This design comes from an exercise in tuning for small area, a short achievable clock period and few clock cycles per item on the open sky130 flow, not from production work. RTL that was checked went through simulation tests only; none was proved equivalent to the original. No functional check of the RTL was part of runs 1 to 3. Power and IR drop assume default switching activity.

**config.mk**
```make
export PLATFORM = sky130hd
export DESIGN_NAME = Microprocessor
export DESIGN_NICKNAME = Microprocessor
export VERILOG_FILES = /design/flow/design.v
export SDC_FILE = /design/flow/constraint.sdc
export NUM_CORES = 4
export LEC_CHECK = 0
export CAP_MARGIN = 20
export CORE_MARGIN = 2
export CORE_UTILIZATION = 40
export SETUP_SLACK_MARGIN = 0
export SLEW_MARGIN = 20
```
**constraint.sdc**
```tcl
create_clock -name core_clock -period 6.0 [get_ports {CLK_IN}]
set_input_delay 1.2000 -clock core_clock [delete_from_list [all_inputs] [get_ports {CLK_IN}]]
set_output_delay 1.2000 -clock core_clock [all_outputs]
set_load 0.01 [all_outputs]
```
**design.v**
```verilog
`timescale 1ns / 1ps
module Control(
    input [1:0] Opcode,
    output [7:0] CtrlSign
    );
	assign CtrlSign = (Opcode == 2'b00) ? 8'b11000001 :
					(Opcode == 2'b01) ? 8'b01101010 :
					(Opcode == 2'b10) ? 8'b00100100 :
					8'b00010000;
endmodule
`timescale 1ns / 1ps
module State_Control(
    input [1:0] State,
    output State_Reg_Write,
    output State_Memory,
    output State_PC
    );
	assign State_Memory = (State == 2'b00);
	assign State_Reg_Write = (State == 2'b01);
	assign State_PC = (State == 2'b10);
endmodule
`timescale 1ns / 1ps
module Freq_Div(
    input CLK_IN,
    input RST,
    output reg [1:0] State
    );
	always @(posedge CLK_IN or posedge RST) begin
		if(RST) begin
			State <= 2'b00;
		end else begin
			if(State == 2'b10) begin
				State <= 2'b00;
			end else begin
				State <= State + 2'b01;
			end
		end
	end
endmodule
`timescale 1ns / 1ps
module PC(
    input CLK,
    input RST,
    input Jump,
    input [7:0] Imm,
    output reg [7:0] PCout
    );
	always @(posedge CLK or posedge RST) begin
		if(RST) begin
			PCout <= 0;
		end else begin
			PCout <= PCout + 8'd1 + (Jump ? Imm : 8'd0);
		end
	end
endmodule
`timescale 1ns / 1ps
module MUX(
    input [7:0] NumA,
    input [7:0] NumB,
    input Select,
    output [7:0] Result
    );
	assign Result = (Select == 1'b0) ? NumA : NumB;
endmodule
`timescale 1ns / 1ps
module Reg_Data_Select_Converter(
    input [3:0] IN,
    output reg [1:0] OUT
    );
	always @(*) begin
		if(IN[0] == 1) begin
			OUT = 2'b00;
		end else if(IN[1] == 1) begin
			OUT = 2'b01;
		end else if(IN[2] == 1) begin
			OUT = 2'b10;
		end else if(IN[3] == 1) begin
			OUT = 2'b11;
		end else begin
			OUT = 2'b00;
		end
	end
endmodule
`timescale 1ns / 1ps
module Registers(
    input CLK,
    input RST,
    input [1:0] Read_Reg1,
    input [1:0] Read_Reg2,
    input [1:0] Write_Reg,
    input [7:0] Reg_Write_Data,
    input RegWrite,
    input [7:0] Result,
	input [1:0] Reg_Data_Select,
	output [7:0] Reg_Data,
    output [7:0] Read_Data1,
    output [7:0] Read_Data2,
    output reg [7:0] Reg_Write_Data_Save
    );
	reg [7:0] register0;
	reg [7:0] register1;
	reg [7:0] register2;
	reg [7:0] register3;
	assign Read_Data1 = (Read_Reg1 == 2'b00) ? register0 :
						(Read_Reg1 == 2'b01) ? register1 :
						(Read_Reg1 == 2'b10) ? register2 :
						register3;
	assign Read_Data2 = (Read_Reg2 == 2'b00) ? register0 :
						(Read_Reg2 == 2'b01) ? register1 :
						(Read_Reg2 == 2'b10) ? register2 :
						register3;
	assign Reg_Data = (Reg_Data_Select == 2'b00) ? register0 :
					  (Reg_Data_Select == 2'b01) ? register1 :
					  (Reg_Data_Select == 2'b10) ? register2 :
					  register3;
	always @(posedge CLK) begin
		if(RST) begin
			register0 <= 0;
			register1 <= 0;
			register2 <= 0;
			register3 <= 0;
		end else if(RegWrite == 1'b1) begin
			case(Write_Reg)
				2'b00 : register0 <= Reg_Write_Data;
				2'b01 : register1 <= Reg_Write_Data;
				2'b10 : register2 <= Reg_Write_Data;
				2'b11 : register3 <= Reg_Write_Data;
			endcase
		end
	end
	always @(posedge CLK or posedge RST) begin
		if(RST) begin
			Reg_Write_Data_Save <= 0;
		end else begin
			Reg_Write_Data_Save <= Result;
		end
	end
endmodule
`timescale 1ns / 1ps
module ALU(
    input [7:0] NumA,
    input [7:0] NumB,
    input ALUOP,
    output [7:0] Result
    );
	assign Result = NumA + NumB;
endmodule
`timescale 1ns / 1ps
module v8_to_5_Compressor(
    input [7:0] Address8bits,
    output [4:0] Address5bits
    );
	assign Address5bits = Address8bits[4:0];
endmodule
`timescale 1ns / 1ps
module Data_Memory(
    input CLK,
    input RST,
    input [4:0] Address,
    input [7:0] Write_Data,
    input MemWrite,
    output [7:0] Read_Data
    );
	reg [255:0] mem;
	wire [7:0] wd_lo = Write_Data & {8{~RST}};
	wire [7:0] wd_hi = Write_Data | {8{RST}};
	genvar i;
	generate
		for(i = 0; i < 32; i = i + 1) begin : word
			wire [7:0] init = (i < 16) ? i : (16 - i);
			wire       en   = RST | (MemWrite && Address == i);
			always @(posedge CLK) begin
				if(en) begin
					mem[8*i +: 8] <= (init & wd_hi) | (~init & wd_lo);
				end
			end
		end
	endgenerate
	assign Read_Data = mem[8*Address +: 8];
endmodule
`timescale 1ns / 1ps
module Sign_Extend(
    input [1:0] IN,
    output [7:0] OUT
    );
	assign OUT = (IN[1] == 1) ? 8'b11111100 + IN : 8'b00000000 + IN;
endmodule
`timescale 1ns / 1ps
module v7_Segment(
    input [3:0] hex,
    output reg [6:0] seg
    );
	always @(*) begin
		case(hex)
			4'b0000 : seg = 7'b0111111;
			4'b0001 : seg = 7'b0000110;
			4'b0010 : seg = 7'b1011011;
			4'b0011 : seg = 7'b1001111;
			4'b0100 : seg = 7'b1100110;
			4'b0101 : seg = 7'b1101101;
			4'b0110 : seg = 7'b1111101;
			4'b0111 : seg = 7'b0000111;
			4'b1000 : seg = 7'b1111111;
			4'b1001 : seg = 7'b1101111;
			4'b1010 : seg = 7'b1110111;
			4'b1011 : seg = 7'b1111100;
			4'b1100 : seg = 7'b0111001;
			4'b1101 : seg = 7'b1011110;
			4'b1110 : seg = 7'b1111001;
			4'b1111 : seg = 7'b1110001;
		endcase
	end
endmodule
`timescale 1ns / 1ps
module Microprocessor(
    input [7:0] Instruction,
    input CLK_IN,
    input RST,
	input [3:0] SEL_REG,
    output [7:0] Read_Address,	 
    output [6:0] SEG1,   
	output [6:0] SEG2,	 
	output [6:0] SEG3,   
	output [6:0] SEG4,	 
	output [6:0] SEG5,   
	output [6:0] SEG6	 
    );
	wire [1:0] op = Instruction[7:6];
	wire [1:0] rs = Instruction[5:4];
	wire [1:0] rt = Instruction[3:2];
	wire [1:0] rd = Instruction[1:0];
	wire [7:0] Imm;
	wire [7:0] Read_Data1, Read_Data2, Read_Data;
	wire [7:0] Reg_Data;
	wire [7:0] Reg_Write_Data_Save;
	wire [1:0] Reg_Data_Select;
	Sign_Extend SE1(.IN(Instruction[1:0]), .OUT(Imm));
	wire is_load  = (op == 2'b01);
	wire is_store = (op == 2'b10);
	wire is_jump  = (op == 2'b11);
	wire [7:0] Sum  = Read_Data1 + Read_Data2;	 
	wire [7:0] Addr = Read_Data1 + Imm;		 
	wire [7:0] Result = is_load ? Read_Data : (is_store ? Addr : Sum);
	PC P1(.CLK(CLK_IN), .RST(RST), .Jump(is_jump), .Imm(Imm), .PCout(Read_Address));
	Reg_Data_Select_Converter RDSC1(.IN(SEL_REG), .OUT(Reg_Data_Select));
	Registers R1(.CLK(CLK_IN), .RST(RST), .Read_Reg1(rs), .Read_Reg2(rt),
				.Write_Reg(is_load ? rt : rd), .Reg_Write_Data(is_load ? Read_Data : Sum),
				.RegWrite(op[1] == 1'b0), .Result(Result),
				.Read_Data1(Read_Data1), .Read_Data2(Read_Data2),
				.Reg_Write_Data_Save(Reg_Write_Data_Save),
				.Reg_Data_Select(Reg_Data_Select), .Reg_Data(Reg_Data));
	Data_Memory D1(.CLK(CLK_IN), .RST(RST), .Address(Addr[4:0]),
				.Write_Data(Read_Data2), .MemWrite(is_store), .Read_Data(Read_Data));
	v7_Segment V1(.hex(Reg_Write_Data_Save[7:4]), .seg(SEG1));
	v7_Segment V2(.hex(Reg_Write_Data_Save[3:0]), .seg(SEG2));
	v7_Segment V3(.hex(Read_Address[7:4]), .seg(SEG3));
	v7_Segment V4(.hex(Read_Address[3:0]), .seg(SEG4));
	v7_Segment V5(.hex(Reg_Data[7:4]), .seg(SEG5));
	v7_Segment V6(.hex(Reg_Data[3:0]), .seg(SEG6));
endmodule
```
**run.sh**
```bash
#!/bin/bash
# synth_recipe.tcl (not shown) runs the flow's synth.tcl, then flattens the netlist and writes it again
# the make line also repeats each setting of config.mk as NAME=value (left out here)
make -C /OpenROAD-flow-scripts/flow DESIGN_CONFIG=/design/flow/config.mk WORK_HOME=/design/flow/orfs CLKGATE_MAP_FILE= SYNTH_SCRIPT=/design/flow/synth_recipe.tcl finish
```
==> results.json, run 1 <==
{
  "globalplace.congestion": 0.840,
  "dpl_cell_area_mm2": 0.0164,
  "syn2layout_area_growth_pct": 14.4,
  "grt_pass1_vias": 8999,
  "drtIter0Drc": 701,
  "relSlewSlack_pct": 33.8,
  "cap_violations": 0,
  "vias": 9315,
  "dieArea_mm2": 0.0395,
  "cpLargestDelayFamily": "buffers and inverters",
  "fill_cells": 3318,
  "synthDistinctLibCells": 62,
  "final_common_cell": "edfxtp_1",
  "endpoint_kind": "primary output",
  "p_leak_nw": 6.38,
  "vdd_drop_max_v": 0.000185,
  "crit_chain": "clkdlybuf4s50_1 > nor2b_1 > a22oi_1 > o21ai_0 > mux2_2 > inv_1 > ha_1 > mux4_2 > inv_1 > clkdlybuf4s50_1",
  "synth_fp_nets": 1171,
  "criticalPathCategory": "in -> out",
  "yosys_warnings": 5,
  "critPathMaxFanout": 12,
  "finalSetupViolCount": 0,
  "finalSetupTns_ps": 0,
  "crit_arrival_ps": 4500,
  "hold_viol_final": 0,
  "cts_tree": "done",
  "fp-row-count": 71,
  "nets": 1234,
  "ff2ff_path_depth": 12,
  "coreArea_mm2": 0.0375,
  "portBuffers": 63,
  "outcome": "no timing/DRC/antenna violations",
  "tightest_slew_ps": 989,
  "layout.area.seq_mm2": 0.00873,
  "finalPower_w": 0.00568,
  "synth_edf_count": 256,
  "cp-start-kind": "input port",
  "cts_made_buffers": 30,
  "finalMaxSlewViolations": 0,
  "grt_use_total_pct": 18.7,
  "drc": 0,
  "ys.flop_type": "edfxtp_1",
  "rsz0062_at_grt": "no",
  "cts_setup_buffers": 0,
  "initial_utilization_pct": 40.5,
  "clkLatencyLatePin_ps": 590,
  "grt-ovfl-total": 0,
  "synth.avg_cell_area_um2": 13.9,
  "finalWorstSetupSlack_ps": 303,
  "syn_inst": 1090,
  "drt-pass1-iter-count": 5,
  "drive_above_1_share_pct": 15.2,
  "cts_hold_buf": 0,
  "post_cts_resized": 0,
  "ant_nets": 0,
  "power_density_mw_per_mm2": 327,
  "grt_max_degree": 42,
  "place_ws_ps": 401,
  "dp_hpwl_mm": 25.3,
  "cp.required_ps": 4800,
  "grt_pass1_wl_mm": 55.4,
  "ys_ff_latch": 304,
  "antenna_found_initial": 0,
  "hp-class": "reg -> reg",
  "final_cell_mix": "256 x edfxtp_1, 148 x nand2_1, 88 x mux4_2, 65 x nor2_1, 65 x ha_1",
  "async_flop_share_pct": 5.26,
  "slowest_delay_ps": 640,
  "vias_per_cell": 5.52,
  "io_pins": 64,
  "worstSetupPathDepth": 10,
  "die_y_um": 199,
  "crit_slowest_cell": "clkdlybuf4s50_1",
  "cts.clk_slew.worst_paths_ps": 60,
  "syn_area_mm2": 0.0152,
  "cp.buffers_inverters": 4,
  "wl_per_cell_um": 21.8,
  "finClkSkew_ps": 48.3,
  "wl_mm": 36.7,
  "min_path_cells": 2,
  "cts_sinks": 304,
  "multi_input_area_mm2": 0.00605,
  "antenna_cells": 0,
  "dieWidth_um": 199,
  "htreeDepth": 1,
  "period_minus_slack_ps": 5700,
  "timing.final.crit_share_pct": 94.9,
  "fin_area_mm2": 0.0174,
  "cts_root_buf": "clkbuf_16",
  "clk_path_buf_depth": 3,
  "seq_area_frac_synth_pct": 57.5,
  "max_freq_mhz": 176
}
## path summary, 6_finish.rpt
check / startpoint / to / slack (ps)
setup / recovery: SEL_REG[1] / SEG5[3] / 300
hold reg to reg: R1.register3[2]$_SDFFE_PP0P_ / R1.register3[2]$_SDFFE_PP0P_ / 510
min in group asynchronous: RST / R1.Reg_Write_Data_Save[5]$_DFF_PP0_ / 1840
setup reg to reg: R1.register2[0]$_SDFFE_PP0P_ / R1.register1[3]$_SDFFE_PP0P_ / 1820
max in group asynchronous: RST / P1.PCout[1]$_DFF_PP0_ / 3880
hold / removal: R1.register3[2]$_SDFFE_PP0P_ / R1.register3[2]$_SDFFE_PP0P_ / 510
## metal layers
metal	GRT usage, %	share of wire [%]
met1	26.7	45
met3	3.10	5.9
met5	0	0
met4	4.78	2.5
met2	29.8	47
## registers in the layout, indices dropped and copies added (netlist names)
name / cells
R1.Reg_Write_Data_Save: 8
R1.register1: 8
D1.mem: 256
P1.PCout: 8
R1.register2: 8
R1.register0: 8
R1.register3: 8
## area by class of cell
class                      count  area share, %
sequential                   304           50.3
timing repair buffer          85           4.80
clock inverter                22           1.10
multi-input combinational    690           34.9
inverter                      42          0.908
clock buffer                  33           4.39
tap                          511           3.68
## cells in the mapped netlist, drive strengths merged (4+ instances only)
master / number / area [um2]
mux2i: 34 / 340
xnor2: 12 / 113
or3: 4 / 25.0
buf: 16 / 110
inv: 41 / 154
mux2: 12 / 139
dfxtp: 32 / 641
nor3: 13 / 70.1
a31oi: 5 / 31.3
nor2b: 10 / 62.6
a211oi: 7 / 52.6
xor2: 14 / 123
clkbuf: 38 / 144
ha: 65 / 813
dfrtp: 16 / 400
nand3: 10 / 50.1
a21o: 9 / 67.6
o21bai: 6 / 45.0
and2: 12 / 75.1
a22oi: 17 / 128
or2: 8 / 50.1
nand2b: 8 / 50.1
edfxtp: 256 / 7690
a21oi: 47 / 243
and3: 4 / 25.0
mux4: 94 / 2140
nor2: 65 / 244
nand2: 148 / 556
o21ai: 52 / 260
## cells by family after synthesis
| family | Yosys count | synth area share, % |
|---|---|---|
| xor+xnor | 26 | 1.55 |
| fa+ha+maj | 67 | 5.62 |
| buf+inv | 96 | 2.71 |
| simple gates | 286 | 8.16 |
| flops | 304 | 57.5 |
| mux | 140 | 17.3 |
| compound gates | 171 | 7.17 |
## metrics by stage
step                      cells  utilization (%)  hold slack (ps)
final                      1687             46.3              508
after global routing       1687             46.3              526
after CTS                  1687             46.3              503
after detailed placement   1632             43.8              496
after global placement     1632             43.8              481
after floorplan            1090                -              450
## where the power goes
| part | total (W) | internal, W | switching (W) |
|---|---|---|---|
| combinational | 0.00129 | 0.000629 | 0.000657 |
| clock | 0.00182 | 0.00101 | 0.000810 |
| sequential | 0.00257 | 0.00244 | 0.000133 |
| total | 0.00568 | 0.00407 | 0.00160 |
## worst reg2reg max path, stage by stage, from the launching register on
cell	delay [ps]
dfxtp_1	400
mux4_1	290
ha_1	210
inv_1	80
fa_4	540
xnor2_4	310
buf_12	270
mux4_2	580
mux4_2	530
and2_1	190
o21ai_1	190
a21boi_2	330
a21oi_1	110
==> inputs of run 2 (changes only) <==
--- a/config.mk
+++ b/config.mk
@@ -8,5 +8,5 @@
 export CAP_MARGIN = 20
 export CORE_MARGIN = 2
 export CORE_UTILIZATION = 40
-export SETUP_SLACK_MARGIN = 0
+export SETUP_SLACK_MARGIN = 2
 export SLEW_MARGIN = 20
==> results.json, run 2 <==
{
  "dieWidth_um": 199,
  "synth_most_common_cell": "edfxtp_1",
  "drc": 0,
  "syn2layout_area_growth_pct": 25.7,
  "grt_pass1_wl_mm": 59.1,
  "combPwrFrac_pct": 24.8,
  "dieArea_mm2": 0.0395,
  "vdd_drop_max_v": 0.000159,
  "rr_endpoint": "R1.register0[4]$_SDFFE_PP0P_",
  "ff2ff_setup_slack_ps": 2210,
  "crit_path_end": "SEG6[3]",
  "cp.required_ps": 4800,
  "p_switching_w": 0.00167,
  "cts.clk_slew.worst_paths_ps": 60,
  "relSlewSlack_pct": 27.8,
  "rsz0062_at_grt": "yes",
  "power_density_mw_per_mm2": 316,
  "syn_inst": 1090,
  "finalWorstSetupSlack_ps": 1730,
  "final_common_cell": "edfxtp_1",
  "grt_use_total_pct": 20.3,
  "max_freq_mhz": 234,
  "vias": 9918,
  "hold_viol_final": 0,
  "startpoint": "SEL_REG[1]",
  "portBuffers": 63,
  "crit_slowest_cell": "mux4_2",
  "synth.avg_cell_area_um2": 13.9,
  "drtIter0Drc": 776,
  "crit_arrival_ps": 3070,
  "crit_chain": "buf_8 > buf_6 > buf_6 > a22oi_2 > o21ai_1 > mux2_4 > ha_4 > inv_2 > mux4_2 > inv_2 > buf_6",
  "synth_commonest_cells": "256 x edfxtp_1, 148 x nand2_1, 88 x mux4_2",
  "synthDistinctLibCells": 62,
  "place_ws_ps": 368,
  "criticalPathCategory": "in -> out",
  "ant_nets": 0,
  "crit_top_cell": "buf_6",
  "regMostFlops": "D1.mem",
  "yosys.area.top_type": "edfxtp_1",
  "cts_tree": "done",
  "ys_ff_latch": 304,
  "endpoint_kind": "primary output",
  "cts_root_buf": "clkbuf_16",
  "finalSetupViolCount": 0,
  "clkLatencyLatePin_ps": 510,
  "vias_per_cell": 5.63,
  "finalSetupTns_ps": 0,
  "grt-ovfl-total": 0,
  "cp-start-kind": "input port",
  "yosys_warnings": 5,
  "hp-class": "reg -> reg",
  "seqPwrFrac_pct": 42.7,
  "seq_area_frac_synth_pct": 57.5,
  "die_y_um": 199,
  "ff2ff_path_depth": 14,
  "final_util_pct": 50.9,
  "drt-pass1-iter-count": 5,
  "globalplace.congestion": 0.844,
  "swShare_pct": 27.8,
  "p_leak_nw": 7.00,
  "synth_edf_count": 256,
  "outcome": "no timing/DRC/antenna violations",
  "coreArea_mm2": 0.0375,
  "tightest_slew_ps": 1080,
  "grt_pass1_vias": 9417,
  "dp_hpwl_mm": 25.5,
  "async_flop_share_pct": 5.26,
  "ys.flop_type": "edfxtp_1",
  "fp-row-count": 71,
  "antenna_cells": 0,
  "period_minus_slack_ps": 4270,
  "wl_per_cell_um": 22.5,
  "synth_fp_nets": 1171,
  "largest_reg_flops": 256,
  "cp.buffers_inverters": 6,
  "cpLargestDelayFamily": "multiplexers",
  "grt_max_degree": 53,
  "nets": 1307,
  "slowest_delay_ps": 450,
  "finClkSkew_ps": 17.6,
  "cts_sinks": 304,
  "critPathMaxFanout": 5,
  "finalMaxSlewViolations": 0,
  "drive_above_1_share_pct": 32.4,
  "synth.area.top_cells": "edfxtp_1 51%, mux4_2 13%, ha_1 5.4%, dfxtp_1 4.2%, nand2_1 3.7%",
  "synth_top_area_share_pct": 50.7,
  "clkPwrFrac_pct": 32.5,
  "p_int_w": 0.00435,
  "cap_violations": 0,
  "antenna_found_initial": 1,
  "initial_utilization_pct": 40.5,
  "rr_startpoint": "R1.register1[1]$_SDFFE_PP0P_",
  "timing.final.crit_share_pct": 71.1,
  "clk_path_buf_depth": 3,
  "worstSetupPathDepth": 11,
  "final_cell_mix": "256 x edfxtp_1, 104 x nand2_1, 89 x mux4_2, 56 x nor2_1, 53 x ha_1",
  "syn_area_mm2": 0.0152,
  "cts_made_buffers": 34,
  "io_pins": 64,
  "htreeDepth": 2,
  "wl_mm": 39.7
}
-- run 2: cell types whose count changed in the layout (fill, tap and decap cells not counted), moves of 12 or more --
cell	delta
buf_4	+26
ha_1	-12
nand2_1	-44
clkdlybuf4s50_1	-22
o21ai_0	-12
buf_6	+29
nand2_2	+34
-- run 2: cell families after synthesis --
kind of cell,share of synthesized area (%)
AOI/OAI and AO/OA,7.17
xor gates and xnor gates,1.55
adders and majority gates,5.62
buffers and inverters,2.71
DFF,57.5
muxes,17.3
and+or+nand+nor,8.16
-- run 2: worst min path at each step --
stage,depth (start not counted),to,startpoint
floorplan,2,R1.register3[6]$_SDFFE_PP0P_,R1.register3[6]$_SDFFE_PP0P_
global placement,2,R1.register3[4]$_SDFFE_PP0P_,R1.register3[4]$_SDFFE_PP0P_
detailed placement,2,R1.register3[6]$_SDFFE_PP0P_,R1.register3[6]$_SDFFE_PP0P_
CTS,2,R1.register3[6]$_SDFFE_PP0P_,R1.register3[6]$_SDFFE_PP0P_
global route,2,R1.register3[4]$_SDFFE_PP0P_,R1.register3[4]$_SDFFE_PP0P_
finish,2,R1.register3[4]$_SDFFE_PP0P_,R1.register3[4]$_SDFFE_PP0P_
-- run 2: final cells by class --
| type | count | area [um2] |
|---|---|---|
| clock buffer | 45 | 913 |
| inverter | 42 | 171 |
| timing repair buffer | 153 | 1670 |
| tap | 511 | 639 |
| sequential | 304 | 8730 |
| clock inverter | 15 | 119 |
| multi-input combinational | 691 | 6830 |
| fill | 3135 | 18400 |
-- run 2: layer usage --
layer,GRT usage [%],wire length (um),part of all wire (%),vias to the layer above
met5,0,0,0,-
met4,5.00,816,2.1,0
met3,3.17,2650,6.7,56
met2,33.8,19700,50,378
met1,27.9,16500,42,5069
li1,-,-,-,4415
-- run 2: timing repair --
item | 4_1_cts | 5_1_grt
pin swaps | 23 | 33
buffers inserted | 43 | 21
setup endpoints to repair | 310 | 290
cloned | 5 | 2
hold buffers | 0 | 0
gates resized for setup | 189 | 111
-- run 2: stage by stage --
stage,cells,hold WS [ps],area [um2],power [W]
CTS,1738,487,18500,0.00600
finish,1761,489,19100,0.00602
global placement,1630,479,16500,0.00391
detailed placement,1630,476,16500,0.00392
global route,1761,521,19100,0.00628
floorplan,1090,450,15400,0.00340
-- run 2: power by group through the flow --
stage	clock (W)	sequential [W]	combinational, W
CTS	0.00198	0.00257	0.00144
detailed placement	0	0.00262	0.00130
floorplan	0	0.00256	0.000839
finish	0.00195	0.00257	0.00150
global route	0.00207	0.00260	0.00161
global placement	0	0.00261	0.00130
-- run 2: worst reg2reg max path, cell delays in order, from the launching register on --
cell	delay [ps]
dfxtp_1	420
mux4_2	370
inv_1	90
fa_4	520
xnor2_4	180
buf_12	170
buf_12	140
buf_12	100
buf_16	110
mux4_2	520
mux2i_1	300
mux4_2	400
a21oi_4	100
mux2i_1	170
nor2_1	60
==> inputs of run 3 (changes only) <==
--- a/design.v
+++ b/design.v
@@ -164,11 +164,12 @@
 	reg [255:0] mem;
 	wire [7:0] wd_lo = Write_Data & {8{~RST}};
 	wire [7:0] wd_hi = Write_Data | {8{RST}};
+	wire [31:0] sel = 32'd1 << Address;
 	genvar i;
 	generate
 		for(i = 0; i < 32; i = i + 1) begin : word
 			wire [7:0] init = (i < 16) ? i : (16 - i);
-			wire       en   = RST | (MemWrite && Address == i);
+			wire       en   = RST | (MemWrite & sel[i]);
 			always @(posedge CLK) begin
 				if(en) begin
 					mem[8*i +: 8] <= (init & wd_hi) | (~init & wd_lo);
@@ -176,7 +177,14 @@
 			end
 		end
 	endgenerate
-	assign Read_Data = mem[8*Address +: 8];
+	reg [7:0] rd;
+	integer j;
+	always @(*) begin
+		rd = 8'd0;
+		for(j = 0; j < 32; j = j + 1)
+			rd = rd | (mem[8*j +: 8] & {8{sel[j]}});
+	end
+	assign Read_Data = rd;
 endmodule
 `timescale 1ns / 1ps
 module Sign_Extend(
==> results.json, run 3 <==
{
  "yosys.area.top_type": "edfxtp_1",
  "p_leak_nw": 7.98,
  "finClkSkew_ps": 17.6,
  "finalSetupTns_ps": 0,
  "cp-start-kind": "input port",
  "critPathMaxFanout": 5,
  "drtIter0Drc": 1947,
  "slowest_delay_ps": 640,
  "holdWs_ps": 489,
  "htreeDepth": 2,
  "cts_made_buffers": 34,
  "vdd_drop_max_v": 0.000191,
  "cts.clk_slew.worst_paths_ps": 60,
  "final_cell_mix": "256 x edfxtp_1, 135 x buf_4, 108 x nand2_1, 69 x a21oi_1, 59 x nand3_1",
  "ys_ff_latch": 304,
  "grt_pass1_wl_mm": 87.1,
  "final_common_cell": "edfxtp_1",
  "portBuffers": 63,
  "largest_reg_flops": 256,
  "endpoint_kind": "flop",
  "cp.required_ps": 6390,
  "cp.buffers_inverters": 6,
  "hold_viol_final": 0,
  "synth_fp_nets": 1486,
  "clk_path_buf_depth": 3,
  "syn_area_mm2": 0.0160,
  "crit_chain": "buf_8 > mux4_2 > ha_4 > fa_2 > buf_6 > buf_6 > buf_6 > buf_12 > mux2_4 > o211ai_1 > a21oi_2 > a2111oi_4 > nand4_1 > buf_6 > nor3_2 > o22ai_1",
  "cap_violations": 0,
  "tightest_slew_ps": 1160,
  "cts_tree": "done",
  "synth_most_common_cell": "edfxtp_1",
  "cts_hold_buf": 0,
  "synth_edf_count": 256,
  "finalMaxSlewViolations": 0,
  "nets": 1698,
  "crit_top_cell": "buf_6",
  "syn_inst": 1406,
  "timing.final.crit_share_pct": 74.2,
  "finalPower_w": 0.00680,
  "async_flop_share_pct": 5.26,
  "synth_top_area_share_pct": 47.9,
  "io_pins": 64,
  "synthDistinctLibCells": 83,
  "max_freq_mhz": 225,
  "dieWidth_um": 204,
  "synth.avg_cell_area_um2": 11.4,
  "antenna_cells": 0,
  "vias_per_cell": 6.33,
  "outcome": "no timing/DRC/antenna violations",
  "wl_mm": 59.8,
  "antenna_found_initial": 2,
  "seq_area_frac_synth_pct": 54.4,
  "instances_no_fill": 2167,
  "regMostFlops": "D1.mem",
  "period_minus_slack_ps": 4450,
  "grt-ovfl-total": 0,
  "finalSetupViolCount": 0,
  "dp.cells": 1965,
  "yosys_warnings": 5,
  "grt_pass1_vias": 13200,
  "cts_sinks": 304,
  "grt_use_total_pct": 28.5,
  "cts_root_buf": "clkbuf_16",
  "crit_slowest_cell": "fa_2",
  "power_density_mw_per_mm2": 316,
  "syn2layout_area_growth_pct": 34.0,
  "grt_max_degree": 34,
  "die_y_um": 204,
  "crit_arrival_ps": 4840,
  "vias": 13700,
  "cpLargestDelayFamily": "multiplexers",
  "globalplace.congestion": 0.978,
  "dieArea_mm2": 0.0417,
  "clkLatencyLatePin_ps": 540,
  "drt-pass1-iter-count": 6,
  "hp-class": "reg -> reg",
  "ys.flop_type": "edfxtp_1",
  "relSlewSlack_pct": 22.3,
  "synth_commonest_cells": "256 x edfxtp_1, 135 x nand2_1, 86 x o21ai_0",
  "final_util_pct": 54.3,
  "criticalPathCategory": "in -> reg",
  "ant_nets": 0,
  "drive_above_1_share_pct": 33.1,
  "drc": 0,
  "synth.area.top_cells": "edfxtp_1 48%, ha_1 4.9%, dfxtp_1 4.0%, nand2_1 3.2%, mux4_2 2.9%",
  "rsz0062_at_grt": "yes",
  "dp_hpwl_mm": 37.7,
  "wl_per_cell_um": 27.6,
  "fp-row-count": 73,
  "initial_utilization_pct": 40.5,
  "coreArea_mm2": 0.0396
}
run 3: cell types whose count changed in the layout (fill, tap and decap cells not counted), moves of 10 or more:
cell | previous run | this run
and3_1 | 4 | 21
nand2_2 | 34 | 21
nand3_1 | 6 | 59
o21ai_0 | 30 | 51
o21ai_2 | 6 | 16
a21oi_1 | 37 | 69
buf_6 | 29 | 48
nand4_1 | 0 | 33
o211ai_1 | 1 | 18
mux2_2 | 3 | 13
mux4_2 | 89 | 21
buf_4 | 45 | 135
nor3_1 | 7 | 20
run 3: stage by stage:
stage	setup slack (ps)	cell area (um2)
6_report	1550	21500
5_1_grt	1510	21500
4_1_cts	1640	20900
3_5_place_dp	-67.8	17900
3_3_place_gp	-298	17900
2_1_floorplan	1460	16600
run 3: repair_timing:
item	in CTS	in global routing
setup buffers	104	31
setup endpoints to repair	310	179
resized for setup	317	77
cloned	6	0
pin swaps	81	53
run 3: area by class of cell:
| cell class | instances | area (um2) |
|---|---|---|
| fill | 3268 | 18100 |
| sequential | 304 | 8730 |
| multi-input combinational | 956 | 8130 |
| timing repair buffer | 273 | 2730 |
| clock buffer | 40 | 895 |
| tap | 525 | 657 |
| inverter | 49 | 203 |
| clock inverter | 20 | 164 |
run 3: cells by family (layout without fill, tap and decap cells):
kind of cell / count (synthesis) / in the layout / share of synthesized area [%]
multiplexers: 78 / 79 / 6.71
AO/OA/AOI/OAI: 362 / 362 / 15.2
flip-flops: 304 / 304 / 54.4
buffers and inverters: 147 / 382 / 3.85
AND/OR/NAND/NOR: 430 / 430 / 13.4
XOR/XNOR: 19 / 19 / 1.13
adder cells (fa/ha/maj): 66 / 66 / 5.29
run 3: tightest hold or removal path, delay by kind of cell, from the launching register on:
family	cells	cell delay (ps)
flip-flops	1	330
AND/OR/NAND/NOR	1	60
AO/OA/AOI/OAI	1	50
run 3: metal layers:
metal	global-route usage, %	vias to the layer above	wire (um)
met5	0	-	13
met4	13.7	2	3490
met3	7.29	224	6900
met2	43.7	923	26300
met1	37.8	6742	23000
li1	-	5833	-
run 3: final timing paths:
check                                        startpoint                                  end  slack [ps]  cells past startpoint
setup reg to reg           R1.register2[0]$_SDFFE_PP0P_  R1.Reg_Write_Data_Save[4]$_DFF_PP0_        1970                     15
hold / removal             R1.register3[3]$_SDFFE_PP0P_         R1.register3[3]$_SDFFE_PP0P_         490                      2
max in group asynchronous                           RST                P1.PCout[0]$_DFF_PP0_        3590                      4
min in group asynchronous                           RST  R1.Reg_Write_Data_Save[2]$_DFF_PP0_        1520                      3
hold reg to reg            R1.register3[3]$_SDFFE_PP0P_         R1.register3[3]$_SDFFE_PP0P_         490                      2
setup / recovery                         Instruction[4]  R1.Reg_Write_Data_Save[4]$_DFF_PP0_        1550                     16
run 3: power breakdown:
group	switching, W	internal, W	total (W)
Sequential	0.000160	0.00246	0.00262
Combinational	0.00117	0.000979	0.00215
Clock	0.000868	0.00116	0.00202
==> inputs of run 4 (changes only) <==
--- a/design.v
+++ b/design.v
@@ -162,29 +162,19 @@
     output [7:0] Read_Data
     );
 	reg [255:0] mem;
-	wire [7:0] wd_lo = Write_Data & {8{~RST}};
-	wire [7:0] wd_hi = Write_Data | {8{RST}};
-	wire [31:0] sel = 32'd1 << Address;
 	genvar i;
 	generate
 		for(i = 0; i < 32; i = i + 1) begin : word
-			wire [7:0] init = (i < 16) ? i : (16 - i);
-			wire       en   = RST | (MemWrite & sel[i]);
 			always @(posedge CLK) begin
-				if(en) begin
-					mem[8*i +: 8] <= (init & wd_hi) | (~init & wd_lo);
+				if(RST) begin
+					mem[8*i +: 8] <= (i < 16) ? i : (16 - i);
+				end else if(MemWrite == 1'b1 && Address == i) begin
+					mem[8*i +: 8] <= Write_Data;
 				end
 			end
 		end
 	endgenerate
-	reg [7:0] rd;
-	integer j;
-	always @(*) begin
-		rd = 8'd0;
-		for(j = 0; j < 32; j = j + 1)
-			rd = rd | (mem[8*j +: 8] & {8{sel[j]}});
-	end
-	assign Read_Data = rd;
+	assign Read_Data = mem[8*Address +: 8];
 endmodule
 `timescale 1ns / 1ps
 module Sign_Extend(
--- a/config.mk
+++ b/config.mk
@@ -8,5 +8,4 @@
 export CAP_MARGIN = 20
 export CORE_MARGIN = 2
 export CORE_UTILIZATION = 40
-export SETUP_SLACK_MARGIN = 2
 export SLEW_MARGIN = 20
==> results.json, run 4 <==
{
  "outcome": "no timing/DRC/antenna violations",
  "p_switching_w": 0.00185,
  "yosys.area.top_type": "dfxtp_1",
  "nets": 1787,
  "p_leak_nw": 7.24,
  "cts_root_buf": "clkbuf_16",
  "finalSetupViolCount": 0,
  "combPwrFrac_pct": 27.8,
  "vdd_drop_max_v": 0.000171,
  "finalPower_w": 0.00600,
  "finClkSkew_ps": 16.1,
  "swShare_pct": 30.9,
  "fill_cells": 3695,
  "synth_commonest_cells": "288 x dfxtp_1, 213 x nand2_1, 173 x nor2_1",
  "largest_reg_flops": 256,
  "clkPwrFrac_pct": 35.1,
  "period_minus_slack_ps": 5590,
  "wl_mm": 42.3,
  "cts_hold_buf": 0,
  "cts_sinks": 304,
  "post_cts_resized": 0,
  "initial_utilization_pct": 40.3,
  "fp-row-count": 73,
  "yosys_warnings": 5,
  "antenna_found_initial": 0,
  "startpoint": "SEL_REG[1]",
  "finalMaxSlewViolations": 0,
  "final_common_cell": "dfxtp_1",
  "cp.required_ps": 4800,
  "vias": 12600,
  "drt-pass1-iter-count": 7,
  "final_cell_mix": "288 x dfxtp_1, 213 x nand2_1, 172 x nor2_1, 139 x mux2i_1, 106 x a21oi_1",
  "syn_area_mm2": 0.0159,
  "syn2layout_area_growth_pct": 15.8,
  "wl_per_cell_um": 18.7,
  "ant_nets": 0,
  "layout.area.seq_mm2": 0.00617,
  "antenna_cells": 0,
  "ff2ff_path_depth": 11,
  "grt_use_total_pct": 20.5,
  "hold_viol_final": 0,
  "htreeDepth": 2,
  "critPathMaxFanout": 11,
  "seqPwrFrac_pct": 37.2,
  "die_y_um": 203,
  "async_flop_share_pct": 5.26,
  "grt_pass1_wl_mm": 68.0,
  "clk_path_buf_depth": 3,
  "hp-class": "reg -> reg",
  "p_int_w": 0.00415,
  "grt_max_degree": 112,
  "power_density_mw_per_mm2": 325,
  "dieWidth_um": 203,
  "drc": 0,
  "endpoint_kind": "primary output",
  "tightest_slew_ps": 943,
  "dp_hpwl_mm": 28.6,
  "io_pins": 64,
  "min_path_cells": 2,
  "ys_ff_latch": 304,
  "cts.clk_slew.worst_paths_ps": 60,
  "dieArea_mm2": 0.0414,
  "synth.area.top_cells": "dfxtp_1 36%, mux4_2 12%, mux2i_1 8.7%, ha_1 5.1%, nand2_1 5.0%",
  "seq_area_frac_synth_pct": 38.7,
  "regMostFlops": "D1.mem",
  "final_util_pct": 46.6,
  "synth_edf_count": 0,
  "syn_inst": 1667,
  "synthDistinctLibCells": 58,
  "cp-start-kind": "input port",
  "drtIter0Drc": 1119,
  "cts_setup_buffers": 0,
  "globalplace.congestion": 0.889,
  "grt_pass1_vias": 12200,
  "crit_path_end": "SEG5[3]",
  "rsz0062_at_grt": "no",
  "multi_input_area_mm2": 0.00909,
  "ys.flop_type": "dfxtp_1",
  "coreArea_mm2": 0.0395,
  "crit_arrival_ps": 4390,
  "drive_above_1_share_pct": 15.0,
  "cts_tree": "done",
  "synth_most_common_cell": "dfxtp_1",
  "finalSetupTns_ps": 0,
  "timing.final.crit_share_pct": 93.2,
  "synth_top_area_share_pct": 36.2,
  "relSlewSlack_pct": 37.1,
  "criticalPathCategory": "in -> out",
  "rr_endpoint": "R1.register3[6]$_SDFFE_PP0P_",
  "rr_startpoint": "R1.register3[0]$_SDFFE_PP0P_",
  "clkLatencyLatePin_ps": 510,
  "portBuffers": 63,
  "vias_per_cell": 5.60,
  "synth_fp_nets": 1749,
  "max_freq_mhz": 179,
  "grt-ovfl-total": 0,
  "ff2ff_setup_slack_ps": 1930,
  "cap_violations": 0,
  "synth.avg_cell_area_um2": 9.55,
  "cts_made_buffers": 35
}
[run 4: layout make-up]
cell class	instances	share of cell area (%)
inverters	46	0.950
well taps	525	3.56
repair buffers	132	6.58
clock inverters	14	0.719
clock buffers	48	5.45
multi-input cells	1186	49.3
flip-flops and latches	304	33.4
[run 4: worst min path at each step]
stage                        startpoint                       end  slack, ps
2_1_floorplan  D1.mem[128]$_SDFFE_PP0P_  D1.mem[128]$_SDFFE_PP0P_        430
3_5_place_dp   D1.mem[193]$_SDFFE_PP0P_  D1.mem[193]$_SDFFE_PP0P_        440
6_report       D1.mem[193]$_SDFFE_PP0P_  D1.mem[193]$_SDFFE_PP0P_        450
5_1_grt        D1.mem[193]$_SDFFE_PP0P_  D1.mem[193]$_SDFFE_PP0P_        470
4_1_cts        D1.mem[193]$_SDFFE_PP0P_  D1.mem[193]$_SDFFE_PP0P_        450
3_3_place_gp   D1.mem[193]$_SDFFE_PP0P_  D1.mem[193]$_SDFFE_PP0P_        440
[run 4: logic make-up (layout without fill, tap and decap cells)]
logic type,count (synthesis),count (layout),share of synthesized area [%]
DFF,304,304,38.7
AOI/OAI and AO/OA,361,361,14.3
muxes,236,236,21.6
xor gates and xnor gates,25,25,1.42
and+or+nand+nor,496,496,13.8
buffers and inverters,177,240,4.61
adders and majority gates,68,68,5.49
[run 4: worst max-delay path, stage by stage]
cell and delay, ps:
clkdlybuf4s50_1 600, nor2b_1 510, a22oi_1 130, nor2_1 120
a21oi_1 40, o21ai_0 290, inv_1 170, ha_1 280
mux4_2 460, inv_1 60, clkdlybuf4s50_1 530
[run 4: power groups by stage]
| stage | logic (W) | registers, W | clock network (W) |
|---|---|---|---|
| 2_1_floorplan | 0.00107 | 0.00222 | 0 |
| 3_3_place_gp | 0.00164 | 0.00227 | 0 |
| 3_5_place_dp | 0.00167 | 0.00227 | 0 |
| 4_1_cts | 0.00167 | 0.00223 | 0.00215 |
| 5_1_grt | 0.00182 | 0.00225 | 0.00223 |
| 6_report | 0.00167 | 0.00223 | 0.00210 |
[run 4: per-layer routing]
metal | GRT usage (%) | vias up | part of all wire, %
met3 | 3.21 | 67 | 6.1
met1 | 28.3 | 6109 | 45
met4 | 5.94 | 0 | 2.5
li1 | - | 6051 | -
met5 | 0 | - | 0
met2 | 33.4 | 392 | 47
[run 4: stage by stage]
step	hold slack (ps)	cell area [um2]	std cells	setup WS, ps
after floorplan	433	15900	1667	1460
after global placement	440	17300	2193	426
after detailed placement	444	17300	2193	396
after CTS	452	18400	2255	409
after global routing	474	18400	2255	61.1
final	455	18400	2255	409
Testbench counts of run 4, summed over its fixed seeds: cycles 6,109, instructions 6,109.
==> inputs of run 5 (changes only) <==
--- a/design.v
+++ b/design.v
@@ -162,14 +162,16 @@
     output [7:0] Read_Data
     );
 	reg [255:0] mem;
+	wire [7:0] wd_lo = Write_Data & {8{~RST}};
+	wire [7:0] wd_hi = Write_Data | {8{RST}};
 	genvar i;
 	generate
 		for(i = 0; i < 32; i = i + 1) begin : word
+			wire [7:0] init = (i < 16) ? i : (16 - i);
+			wire       en   = RST | (MemWrite && Address == i);
 			always @(posedge CLK) begin
-				if(RST) begin
-					mem[8*i +: 8] <= (i < 16) ? i : (16 - i);
-				end else if(MemWrite == 1'b1 && Address == i) begin
-					mem[8*i +: 8] <= Write_Data;
+				if(en) begin
+					mem[8*i +: 8] <= (init & wd_hi) | (~init & wd_lo);
 				end
 			end
 		end
@@ -183,31 +185,14 @@
     );
 	assign OUT = (IN[1] == 1) ? 8'b11111100 + IN : 8'b00000000 + IN;
 endmodule
-`timescale 1ns / 1ps
-module v7_Segment(
-    input [3:0] hex,
-    output reg [6:0] seg
-    );
-	always @(*) begin
-		case(hex)
-			4'b0000 : seg = 7'b0111111;
-			4'b0001 : seg = 7'b0000110;
-			4'b0010 : seg = 7'b1011011;
-			4'b0011 : seg = 7'b1001111;
-			4'b0100 : seg = 7'b1100110;
-			4'b0101 : seg = 7'b1101101;
-			4'b0110 : seg = 7'b1111101;
-			4'b0111 : seg = 7'b0000111;
-			4'b1000 : seg = 7'b1111111;
-			4'b1001 : seg = 7'b1101111;
-			4'b1010 : seg = 7'b1110111;
-			4'b1011 : seg = 7'b1111100;
-			4'b1100 : seg = 7'b0111001;
-			4'b1101 : seg = 7'b1011110;
-			4'b1110 : seg = 7'b1111001;
-			4'b1111 : seg = 7'b1110001;
-		endcase
-	end
+module v7_Segment(input [3:0] hex, output [6:0] seg); wire [3:0] h = hex;
+assign seg[0] = ~((~h[3] & ~h[2] & ~h[1] & h[0]) | (~h[3] & h[2] & ~h[1] & ~h[0]) | (h[3] & ~h[2] & h[1] & h[0]) | (h[3] & h[2] & ~h[1] & h[0]));
+assign seg[1] = ~((~h[3] & h[2] & ~h[1] & h[0]) | (h[3] & h[2] & ~h[0]) | (h[3] & h[1] & h[0]) | (h[2] & h[1] & ~h[0]));
+assign seg[2] = ~((~h[3] & ~h[2] & h[1] & ~h[0]) | (h[3] & h[2] & h[1]) | (h[3] & h[2] & ~h[0]));
+assign seg[3] = ~((~h[3] & ~h[2] & ~h[1] & h[0]) | (~h[3] & h[2] & ~h[1] & ~h[0]) | (h[3] & ~h[2] & h[1] & ~h[0]) | (h[2] & h[1] & h[0]));
+assign seg[4] = ~((~h[3] & h[2] & ~h[1]) | (~h[3] & h[0]) | (~h[2] & ~h[1] & h[0]));
+assign seg[5] = ~((~h[3] & ~h[2] & h[1]) | (~h[3] & ~h[2] & h[0]) | (~h[3] & h[1] & h[0]) | (h[3] & h[2] & ~h[1] & h[0]));
+assign seg[6] = ~((~h[3] & ~h[2] & ~h[1]) | (~h[3] & h[2] & h[1] & h[0]) | (h[3] & h[2] & ~h[1] & ~h[0]));
 endmodule
 `timescale 1ns / 1ps
 module Microprocessor(
--- a/config.mk
+++ b/config.mk
@@ -8,4 +8,5 @@
 export CAP_MARGIN = 20
 export CORE_MARGIN = 2
 export CORE_UTILIZATION = 40
+export SETUP_SLACK_MARGIN = 2
 export SLEW_MARGIN = 20
==> results.json, run 5 <==
{
  "outcome": "no timing/DRC/antenna violations",
  "fin_area_mm2": 0.0189,
  "fp-row-count": 71,
  "dieArea_mm2": 0.0394,
  "slowest_delay_ps": 290,
  "yosys.area.top_type": "edfxtp_1",
  "synthAdderAreaFrac_pct": 2.17,
  "wl_met1_mm": 18.2,
  "synth_compound_area_share_pct": 11.0,
  "dp_hpwl_mm": 27.9,
  "clk_path_buf_depth": 3,
  "dr_wl_met2_mm": 21.4,
  "async_flop_share_pct": 5.26,
  "cp.buffers_inverters": 4,
  "multi_input_area_mm2": 0.00664,
  "seq_area_frac_synth_pct": 57.6,
  "nets": 1349,
  "largest_reg_flops": 256,
  "critPathMaxFanout": 6,
  "hp-start": "R1.register2[7]$_SDFFE_PP0P_",
  "rr_startpoint": "R1.register3[0]$_SDFFE_PP0P_",
  "drt-pass1-iter-count": 5,
  "cpLargestDelayFamily": "compound AO/OA/AOI/OAI gates",
  "p_leak_nw": 6.94,
  "synth_top_area_share_pct": 50.8,
  "fill_cells": 3224,
  "grt_max_degree": 61,
  "rsz0062_at_grt": "yes",
  "syn_area_mm2": 0.0151,
  "cp-start-kind": "input port",
  "final_util_pct": 50.3,
  "cts_tree": "done",
  "globalplace.congestion": 0.902,
  "crit_arrival_ps": 2840,
  "final_common_cell": "edfxtp_1",
  "route.top_layer_used": "met5",
  "initial_utilization_pct": 40.4,
  "endpoint_kind": "primary output",
  "coreArea_mm2": 0.0375,
  "finalSetupViolCount": 0,
  "relSlewSlack_pct": 32.7,
  "die_y_um": 199,
  "yosys.area_share.simple_pct": 11.1,
  "crit_slowest_cell": "o41ai_4",
  "ys_ff_latch": 304,
  "rr_endpoint": "R1.register0[5]$_SDFFE_PP0P_",
  "ant_nets": 0,
  "cts_root_buf": "clkbuf_16",
  "cts_made_buffers": 34,
  "tightest_slew_ps": 1010,
  "vias": 10900,
  "power_density_mw_per_mm2": 342,
  "wl_mm": 44.2,
  "instances_no_fill": 1845,
  "dpl_cell_area_mm2": 0.0165,
  "ff2ff_path_depth": 14,
  "criticalPathCategory": "in -> out",
  "drive_above_1_share_pct": 28.0,
  "syn2layout_area_growth_pct": 24.6,
  "grt-ovfl-total": 0,
  "period_minus_slack_ps": 4040,
  "portBuffers": 63,
  "yosys_warnings": 4,
  "clkLatencyLatePin_ps": 550,
  "finClkSkew_ps": 40.5,
  "syn_inst": 1180,
  "min_path_cells": 2,
  "htreeDepth": 2,
  "drc": 0,
  "hold_viol_final": 0,
  "layout.area.seq_mm2": 0.00873,
  "finalMaxSlewViolations": 0,
  "finalSetupTns_ps": 0,
  "holdWs_ps": 517,
  "min_to": "R1.register2[7]$_SDFFE_PP0P_",
  "cap_violations": 0,
  "vdd_drop_max_v": 0.000265,
  "ys.flop_type": "edfxtp_1",
  "synth_commonest_cells": "256 x edfxtp_1, 169 x nand2_1, 73 x nor2_1",
  "synth_fp_nets": 1219,
  "drtIter0Drc": 952,
  "synth.avg_cell_area_um2": 12.8,
  "grt_pass1_wl_mm": 65.1,
  "regMostFlops": "D1.mem",
  "antenna_cells": 0,
  "wl_met3_mm": 3.19,
  "synthMuxAreaShare_pct": 12.9,
  "synthDistinctLibCells": 79,
  "max_freq_mhz": 248,
  "timing.final.crit_share_pct": 67.3,
  "ff2ff_setup_slack_ps": 2410,
  "dp.cells": 1704,
  "crit_chain": "buf_6 > o21ba_4 > buf_12 > nor2_4 > o41ai_4 > buf_6 > nor2b_4 > and2b_1 > nand3b_1 > o31ai_1 > buf_2",
  "cts.clk_slew.worst_paths_ps": 60,
  "cp.required_ps": 4800,
  "final_cell_mix": "256 x edfxtp_1, 139 x nand2_1, 72 x buf_4, 64 x mux4_2, 58 x nor2_1",
  "crit_top_cell": "buf_6",
  "vias_per_cell": 5.89,
  "hp-class": "reg -> reg",
  "io_pins": 64,
  "synth_xor_xnor_area_share_pct": 2.26,
  "cts_sinks": 304,
  "antenna_found_initial": 1,
  "synth_edf_count": 256,
  "dieWidth_um": 199,
  "grt_use_total_pct": 22.4,
  "grt_pass1_vias": 10400,
  "synth_most_common_cell": "edfxtp_1",
  "synth.area.top_cells": "edfxtp_1 51%, mux4_2 9.2%, dfxtp_1 4.2%, nand2_1 4.2%, dfrtp_1 2.6%",
  "wl_per_cell_um": 24.0,
  "synth_top_family_by_area": "multiplexers"
}
run 5: routing by layer:
layer  track usage [%]  up-vias
met4              7.57        2
met3              3.66      109
li1                  -     4773
met2              36.8      483
met5                 0        -
met1              30.3     5505
run 5: per-stage QoR:
| stage | worst slack, ps | total power, W |
|---|---|---|
| final | 1960 | 0.00645 |
| after global routing | 1870 | 0.00671 |
| after CTS | 1990 | 0.00638 |
| after detailed placement | 493 | 0.00421 |
| after global placement | 557 | 0.00419 |
| after floorplan | 1710 | 0.00358 |
run 5: worst max-delay path by stage:
stage,startpoint,to,slack [ps],depth (start not counted)
6_report,SEL_REG[0],SEG5[3],1960,11
5_1_grt,SEL_REG[0],SEG5[3],1870,11
4_1_cts,SEL_REG[0],SEG5[3],1990,10
3_5_place_dp,SEL_REG[1],SEG6[3],490,8
3_3_place_gp,SEL_REG[1],SEG6[3],560,8
2_1_floorplan,Instruction[4],R1.Reg_Write_Data_Save[3]$_DFF_PP0_,1710,12
run 5: timing repair:
item                                    CTS  global route
resized for setup                       159            72
hold buffers                              0             0
endpoints found under the setup margin  310           259
gates cloned                              2             0
buffers inserted                         55            24
pin swaps                                25            31
endpoints found under the hold margin     0             0
run 5: power by group:
part / switching, W / internal [W] / leakage (nW)
clock network: 0.000873 / 0.00120 / 0.539
registers: 0.000162 / 0.00246 / 3.02
logic: 0.000918 / 0.000838 / 3.37
total: 0.00195 / 0.00450 / 6.94
run 5: cell families (layout without fill, tap and decap cells):
| kind of cell | count (synthesis) | count (layout) |
|---|---|---|
| xor gates and xnor gates | 34 | 34 |
| DFF | 304 | 304 |
| adders and majority gates | 25 | 25 |
| AOI/OAI and AO/OA | 246 | 246 |
| muxes | 103 | 103 |
| buffers and inverters | 99 | 253 |
| and+or+nand+nor | 369 | 369 |
run 5: worst reg2reg max path: stages (launching register included):
cell	delay, ps
dfxtp_1	440
mux4_2	330
ha_4	150
inv_2	40
fa_2	390
buf_12	150
xnor2_4	180
buf_12	140
buf_16	130
buf_12	150
mux4_2	530
mux2_4	290
a31oi_4	230
a211oi_1	120
o21a_1	200
run 5: layout make-up:
cell class	instances	share of cell area, %
clock buffer	42	4.72
clock inverter	18	1.12
multi-input combinational	777	35.2
sequential	304	46.3
timing repair buffer	168	8.82
tap	511	3.39
inverter	25	0.517
Testbench counts of run 5, summed over its fixed seeds: cycles 6,109, instructions 6,109.
==> inputs of run 6 (changes only) <==
--- a/config.mk
+++ b/config.mk
@@ -5,6 +5,7 @@
 export SDC_FILE = /design/flow/constraint.sdc
 export NUM_CORES = 4
 export LEC_CHECK = 0
+export ABC_CLOCK_PERIOD_IN_PS = 3000
 export CAP_MARGIN = 20
 export CORE_MARGIN = 2
 export CORE_UTILIZATION = 40
==> results.json, run 6 <==
{
  "outcome": "no timing/DRC/antenna violations",
  "syn_inst": 1180,
  "dr_wl_met2_mm": 21.4,
  "synth_most_common_cell": "edfxtp_1",
  "coreArea_mm2": 0.0375,
  "clkLatencyLatePin_ps": 550,
  "max_freq_mhz": 248,
  "cts_made_buffers": 34,
  "drtIter0Drc": 952,
  "crit_slowest_cell": "o41ai_4",
  "dp_hpwl_mm": 27.9,
  "syn2layout_area_growth_pct": 24.6,
  "criticalPathCategory": "in -> out",
  "finClkSkew_ps": 40.5,
  "dieArea_mm2": 0.0394,
  "p_leak_nw": 6.94,
  "cts.clk_slew.worst_paths_ps": 60,
  "cp-start-kind": "input port",
  "wl_met1_mm": 18.2,
  "ff2ff_setup_slack_ps": 2410,
  "portBuffers": 63,
  "min_to": "R1.register2[7]$_SDFFE_PP0P_",
  "synth_commonest_cells": "256 x edfxtp_1, 169 x nand2_1, 73 x nor2_1",
  "async_flop_share_pct": 5.26,
  "initial_utilization_pct": 40.4,
  "htreeDepth": 2,
  "final_common_cell": "edfxtp_1",
  "finalSetupViolCount": 0,
  "synthDistinctLibCells": 79,
  "rr_endpoint": "R1.register0[5]$_SDFFE_PP0P_",
  "cap_violations": 0,
  "wl_mm": 44.2,
  "fin_area_mm2": 0.0189,
  "cts_tree": "done",
  "startpoint": "SEL_REG[0]",
  "final_util_pct": 50.3,
  "rr_startpoint": "R1.register3[0]$_SDFFE_PP0P_",
  "fp-row-count": 71,
  "crit_arrival_ps": 2840,
  "finalMaxSlewViolations": 0,
  "antenna_found_initial": 1,
  "largest_reg_flops": 256,
  "synth_edf_count": 256,
  "hp-start": "R1.register2[7]$_SDFFE_PP0P_",
  "wl_met3_mm": 3.19,
  "crit_top_cell": "buf_6",
  "cpLargestDelayFamily": "compound AO/OA/AOI/OAI gates",
  "drive_above_1_share_pct": 28.0,
  "synth.area.top_cells": "edfxtp_1 51%, mux4_2 9.2%, dfxtp_1 4.2%, nand2_1 4.2%, dfrtp_1 2.6%",
  "clk_path_buf_depth": 3,
  "min_path_cells": 2,
  "tightest_slew_ps": 1010,
  "synth_fp_nets": 1219,
  "dieWidth_um": 199,
  "regMostFlops": "D1.mem",
  "hold_viol_final": 0,
  "antenna_cells": 0,
  "grt_max_degree": 61,
  "crit_chain": "buf_6 > o21ba_4 > buf_12 > nor2_4 > o41ai_4 > buf_6 > nor2b_4 > and2b_1 > nand3b_1 > o31ai_1 > buf_2",
  "finalSetupTns_ps": 0,
  "final_cell_mix": "256 x edfxtp_1, 139 x nand2_1, 72 x buf_4, 64 x mux4_2, 58 x nor2_1",
  "globalplace.congestion": 0.902,
  "rsz0062_at_grt": "yes",
  "relSlewSlack_pct": 32.7,
  "drt-pass1-iter-count": 5,
  "synth.avg_cell_area_um2": 12.8,
  "critPathMaxFanout": 6,
  "endpoint_kind": "primary output",
  "wl_per_cell_um": 24.0,
  "nets": 1349,
  "yosys.area.top_type": "edfxtp_1",
  "grt-ovfl-total": 0,
  "ys_ff_latch": 304,
  "ant_nets": 0,
  "power_density_mw_per_mm2": 342,
  "slowest_delay_ps": 290,
  "yosys_warnings": 4,
  "timing.final.crit_share_pct": 67.3,
  "io_pins": 64,
  "synth_top_area_share_pct": 50.8,
  "hp-class": "reg -> reg",
  "cp.required_ps": 4800,
  "dpl_cell_area_mm2": 0.0165,
  "cts_root_buf": "clkbuf_16",
  "vias": 10900,
  "drc": 0,
  "cp.buffers_inverters": 4,
  "vdd_drop_max_v": 0.000265,
  "die_y_um": 199,
  "syn_area_mm2": 0.0151,
  "fill_cells": 3224,
  "grt_pass1_wl_mm": 65.1,
  "ff2ff_path_depth": 14,
  "vias_per_cell": 5.89,
  "cts_sinks": 304,
  "grt_pass1_vias": 10400,
  "seq_area_frac_synth_pct": 57.6,
  "ys.flop_type": "edfxtp_1",
  "grt_use_total_pct": 22.4,
  "route.top_layer_used": "met5",
  "period_minus_slack_ps": 4040
}
[run 6: power breakdown]
group	switching [W]	internal, W	leakage [nW]
logic	0.000918	0.000838	3.37
clock network	0.000873	0.00120	0.539
registers	0.000162	0.00246	3.02
total	0.00195	0.00450	6.94
[run 6: worst max-delay path by stage]
stage	end	slack, ps	cells past startpoint
after CTS	SEG5[3]	1990	10
after detailed placement	SEG6[3]	490	8
after floorplan	R1.Reg_Write_Data_Save[3]$_DFF_PP0_	1710	12
final	SEG5[3]	1960	11
after global routing	SEG5[3]	1870	11
after global placement	SEG6[3]	560	8
[run 6: layer usage]
layer  GRT usage, %  vias to the layer above
met4           7.57                        2
met1           30.3                     5505
li1               -                     4773
met2           36.8                      483
met5              0                        -
met3           3.66                      109
[run 6: cell type report]
class / instances / area, um2 / area share, %
Timing Repair Buffer: 168 / 1660 / 8.82
Clock buffer: 42 / 891 / 4.72
Inverter: 25 / 97.6 / 0.517
Sequential cell: 304 / 8730 / 46.3
Tap cell: 511 / 639 / 3.39
Clock inverter: 18 / 211 / 1.12
Multi-Input combinational cell: 777 / 6640 / 35.2
[run 6: kinds of logic after synthesis]
kind of cell | share of synthesized area, %
simple gates | 11.1
flops | 57.6
compound gates | 11.0
mux | 12.9
buf+inv | 2.98
xor+xnor | 2.26
fa+ha+maj | 2.17
[run 6: stage by stage]
| stage | setup WS [ps] | std cells | hold WS (ps) | power (W) |
|---|---|---|---|---|
| final | 1960 | 1845 | 517 | 0.00645 |
| after global placement | 557 | 1704 | 511 | 0.00419 |
| after global routing | 1870 | 1845 | 546 | 0.00671 |
| after floorplan | 1710 | 1180 | 471 | 0.00358 |
| after CTS | 1990 | 1821 | 517 | 0.00638 |
| after detailed placement | 493 | 1704 | 511 | 0.00421 |
[run 6: timing repair]
item | CTS | global route
endpoints found under the setup margin | 310 | 259
pin swaps | 25 | 31
gates resized for setup | 159 | 72
hold buffers | 0 | 0
cloned | 2 | 0
buffers inserted | 55 | 24
[run 6: tightest hold or removal path, cell delays in order (launching register included)]
cell and delay, ps:
dfxtp_1 330, nand2_1 70, o32ai_1 70
==> inputs of run 7 (changes only) <==
--- a/config.mk
+++ b/config.mk
@@ -5,9 +5,8 @@
 export SDC_FILE = /design/flow/constraint.sdc
 export NUM_CORES = 4
 export LEC_CHECK = 0
-export ABC_CLOCK_PERIOD_IN_PS = 3000
 export CAP_MARGIN = 20
 export CORE_MARGIN = 2
 export CORE_UTILIZATION = 40
-export SETUP_SLACK_MARGIN = 2
+export SETUP_SLACK_MARGIN = 3
 export SLEW_MARGIN = 20
==> results.json, run 7 <==
{
  "cts_root_buf": "clkbuf_16",
  "fin_area_mm2": 0.0209,
  "syn_area_mm2": 0.0151,
  "initial_utilization_pct": 40.4,
  "dieArea_mm2": 0.0394,
  "crit_slowest_cell": "o41ai_4",
  "vias_per_cell": 5.88,
  "yosys.area.top_type": "edfxtp_1",
  "vias": 11400,
  "die_y_um": 199,
  "cp-start-kind": "input port",
  "synthAdderAreaFrac_pct": 2.17,
  "nets": 1449,
  "finClkSkew_ps": 10.9,
  "fill_cells": 2946,
  "crit_chain": "buf_6 > o21ba_4 > buf_6 > nor2_4 > o41ai_4 > buf_6 > nor2_1 > xor2_1 > a22oi_1 > buf_2",
  "finalMaxSlewViolations": 0,
  "portBuffers": 63,
  "grt_pass1_vias": 11000,
  "hold_viol_final": 0,
  "finalWorstSetupSlack_ps": 1830,
  "grt_max_degree": 36,
  "multi_input_area_mm2": 0.00772,
  "cts_hold_buf": 0,
  "drtIter0Drc": 1023,
  "seq_area_frac_synth_pct": 57.6,
  "drc": 0,
  "synth.avg_cell_area_um2": 12.8,
  "async_flop_share_pct": 5.26,
  "synthMuxAreaShare_pct": 12.9,
  "outcome": "no timing/DRC/antenna violations",
  "critPathMaxFanout": 7,
  "cts_made_buffers": 31,
  "relSlewSlack_pct": 35.2,
  "drt-pass1-iter-count": 5,
  "synth_edf_count": 256,
  "dieWidth_um": 199,
  "syn_inst": 1180,
  "ff2ff_setup_slack_ps": 2450,
  "drive_above_1_share_pct": 45.6,
  "final_common_cell": "edfxtp_1",
  "slowest_delay_ps": 310,
  "power_density_mw_per_mm2": 327,
  "crit_arrival_ps": 2970,
  "synth_most_common_cell": "edfxtp_1",
  "clk_path_buf_depth": 3,
  "finalSetupViolCount": 0,
  "synth.area.top_cells": "edfxtp_1 51%, mux4_2 9.2%, dfxtp_1 4.2%, nand2_1 4.2%, dfrtp_1 2.6%",
  "ant_nets": 0,
  "crit_top_cell": "buf_6",
  "dpl_cell_area_mm2": 0.0168,
  "synth_xor_xnor_area_share_pct": 2.26,
  "fp-row-count": 71,
  "layout.area.seq_mm2": 0.00875,
  "ys.flop_type": "edfxtp_1",
  "criticalPathCategory": "in -> out",
  "tightest_slew_ps": 972,
  "grt_use_total_pct": 23.4,
  "finalSetupTns_ps": 0,
  "rsz0062_at_grt": "yes",
  "grt-ovfl-total": 0,
  "cp.required_ps": 4800,
  "hp-class": "reg -> reg",
  "cts_tree": "done",
  "coreArea_mm2": 0.0375,
  "wl_mm": 47.9,
  "dp_hpwl_mm": 29.2,
  "yosys.area_share.simple_pct": 11.1,
  "largest_reg_flops": 256,
  "io_pins": 64,
  "p_leak_nw": 7.82,
  "synth_top_family_by_area": "multiplexers",
  "regMostFlops": "D1.mem",
  "globalplace.congestion": 0.940,
  "grt_pass1_wl_mm": 68.3,
  "antenna_cells": 0,
  "ff2ff_path_depth": 16,
  "timing.final.crit_share_pct": 69.5,
  "yosys_warnings": 4,
  "synth_commonest_cells": "256 x edfxtp_1, 169 x nand2_1, 73 x nor2_1",
  "syn2layout_area_growth_pct": 38.2,
  "antenna_found_initial": 0,
  "cap_violations": 0,
  "period_minus_slack_ps": 4170,
  "htreeDepth": 1,
  "max_freq_mhz": 240,
  "clkLatencyLatePin_ps": 600,
  "synthDistinctLibCells": 79,
  "cts.clk_slew.worst_paths_ps": 60,
  "place_ws_ps": 650,
  "synth_compound_area_share_pct": 11.0,
  "vdd_drop_max_v": 0.000238,
  "wl_per_cell_um": 24.6,
  "ys_ff_latch": 304,
  "final_cell_mix": "256 x edfxtp_1, 118 x buf_4, 93 x nand2_1, 67 x mux4_2, 54 x buf_6",
  "synth_top_area_share_pct": 50.8,
  "cts_sinks": 304,
  "min_path_cells": 2,
  "endpoint_kind": "primary output",
  "synth_fp_nets": 1219
}
## run 7: cell counts after synthesis
Identical to the previous run, type by type.
## run 7: timing repair
item                                    CTS  global route
pin swaps                                54            76
setup buffers                           126            39
cloned                                    6             3
gates resized for setup                 385           202
endpoints found under the setup margin  600           340
endpoints found under the hold margin     0             0
## run 7: report_power, final
part           leakage, nW  switching [W]  internal (W)  total, W
clock                0.491       0.000856       0.00109   0.00194
sequential            3.01       0.000110       0.00247   0.00258
combinational         4.32        0.00120       0.00113   0.00233
total                 7.82        0.00216       0.00469   0.00685
## run 7: per-stage QoR
stage	instances	hold WS (ps)	util, %	power (W)
floorplan	1180	473	-	0.00363
global placement	1714	506	44.8	0.00421
detailed placement	1714	514	44.8	0.00424
CTS	1904	514	52.7	0.00657
global route	1946	537	55.8	0.00709
finish	1946	521	55.8	0.00685
## run 7: worst max-delay path, delay by kind of cell
kind                   cells  cell delay, ps
AO/OA/AOI/OAI              3             900
XOR/XNOR                   1             170
AND/OR/NAND/NOR            2              90
buffers and inverters      4             610
## run 7: cell type report
cell class	count	share of cell area (%)
well taps	511	3.06
clock buffers	34	3.76
inverters	25	0.460
multi-input cells	779	36.9
repair buffers	269	12.9
clock inverters	24	1.09
flip-flops and latches	304	41.8
## run 7: routing by layer
layer | up-vias | GRT usage [%] | wire length (um)
li1 | 5014 | - | -
met1 | 5758 | 31.2 | 19100
met2 | 545 | 38.7 | 23500
met3 | 126 | 3.53 | 3420
met4 | 0 | 9.43 | 1840
met5 | - | 0 | 0
## run 7: cells by family after synthesis
| family | count (synthesis) |
|---|---|
| and+or+nand+nor | 369 |
| xor gates and xnor gates | 34 |
| muxes | 103 |
| AOI/OAI and AO/OA | 246 |
| adders and majority gates | 25 |
| DFF | 304 |
| buffers and inverters | 99 |
## run 7: path summary, 6_finish.rpt
| check | from | to |
|---|---|---|
| setup reg to reg | R1.register0[3]$_SDFFE_PP0P_ | R1.register1[2]$_SDFFE_PP0P_ |
| hold / removal | R1.register2[7]$_SDFFE_PP0P_ | R1.register2[7]$_SDFFE_PP0P_ |
| setup / recovery | SEL_REG[0] | SEG5[1] |
| hold reg to reg | R1.register2[7]$_SDFFE_PP0P_ | R1.register2[7]$_SDFFE_PP0P_ |
| min in group asynchronous | RST | R1.Reg_Write_Data_Save[7]$_DFF_PP0_ |
| max in group asynchronous | RST | P1.PCout[6]$_DFF_PP0_ |

==> re-timing with driven ports <==
In the flow no input, the clock included, has a driving cell. The finished layouts below were timed again as built, in two steps.
Step 1, drivers: a clkbuf_16 drives CLK_IN and a buf_2 each remaining input, both assumed.
Step 2 moves the port delays by t, midway between the first and last clock arrival at a register: inputs arrive t later, outputs are due t later. That takes back most of the time a late clock gives input paths.
a / b / c = ideal / step 1 / step 2; a / b = the first two.
run | t (ns) | setup WS [ns] | hold slack, ns
run 1 | 0.615 | 0.303 / 0.280 / 0.280 | 0.508 / 0.508 / 0.508
run 2 | 0.557 | 1.734 / 1.694 / 1.211 | 0.489 / 0.489 / 0.489
run 3 | 0.584 | 1.549 / 1.546 / 0.962 | 0.489 / 0.489 / 0.489
run 4 | 0.559 | 0.409 / 0.387 / 0.365 | 0.455 / 0.455 / 0.455
run 5 | 0.582 | 1.964 / 1.931 / 1.444 | 0.517 / 0.517 / 0.517
run 6 | 0.582 | 1.964 / 1.931 / 1.444 | 0.517 / 0.517 / 0.517
run 7 | 0.643 | 1.832 / 1.786 / 1.461 | 0.521 / 0.521 / 0.521
After both steps every run listed still meets setup and hold. The setup slack of run 3, which loses most, moves by -0.003 ns with the drivers and by -0.587 ns with both steps.
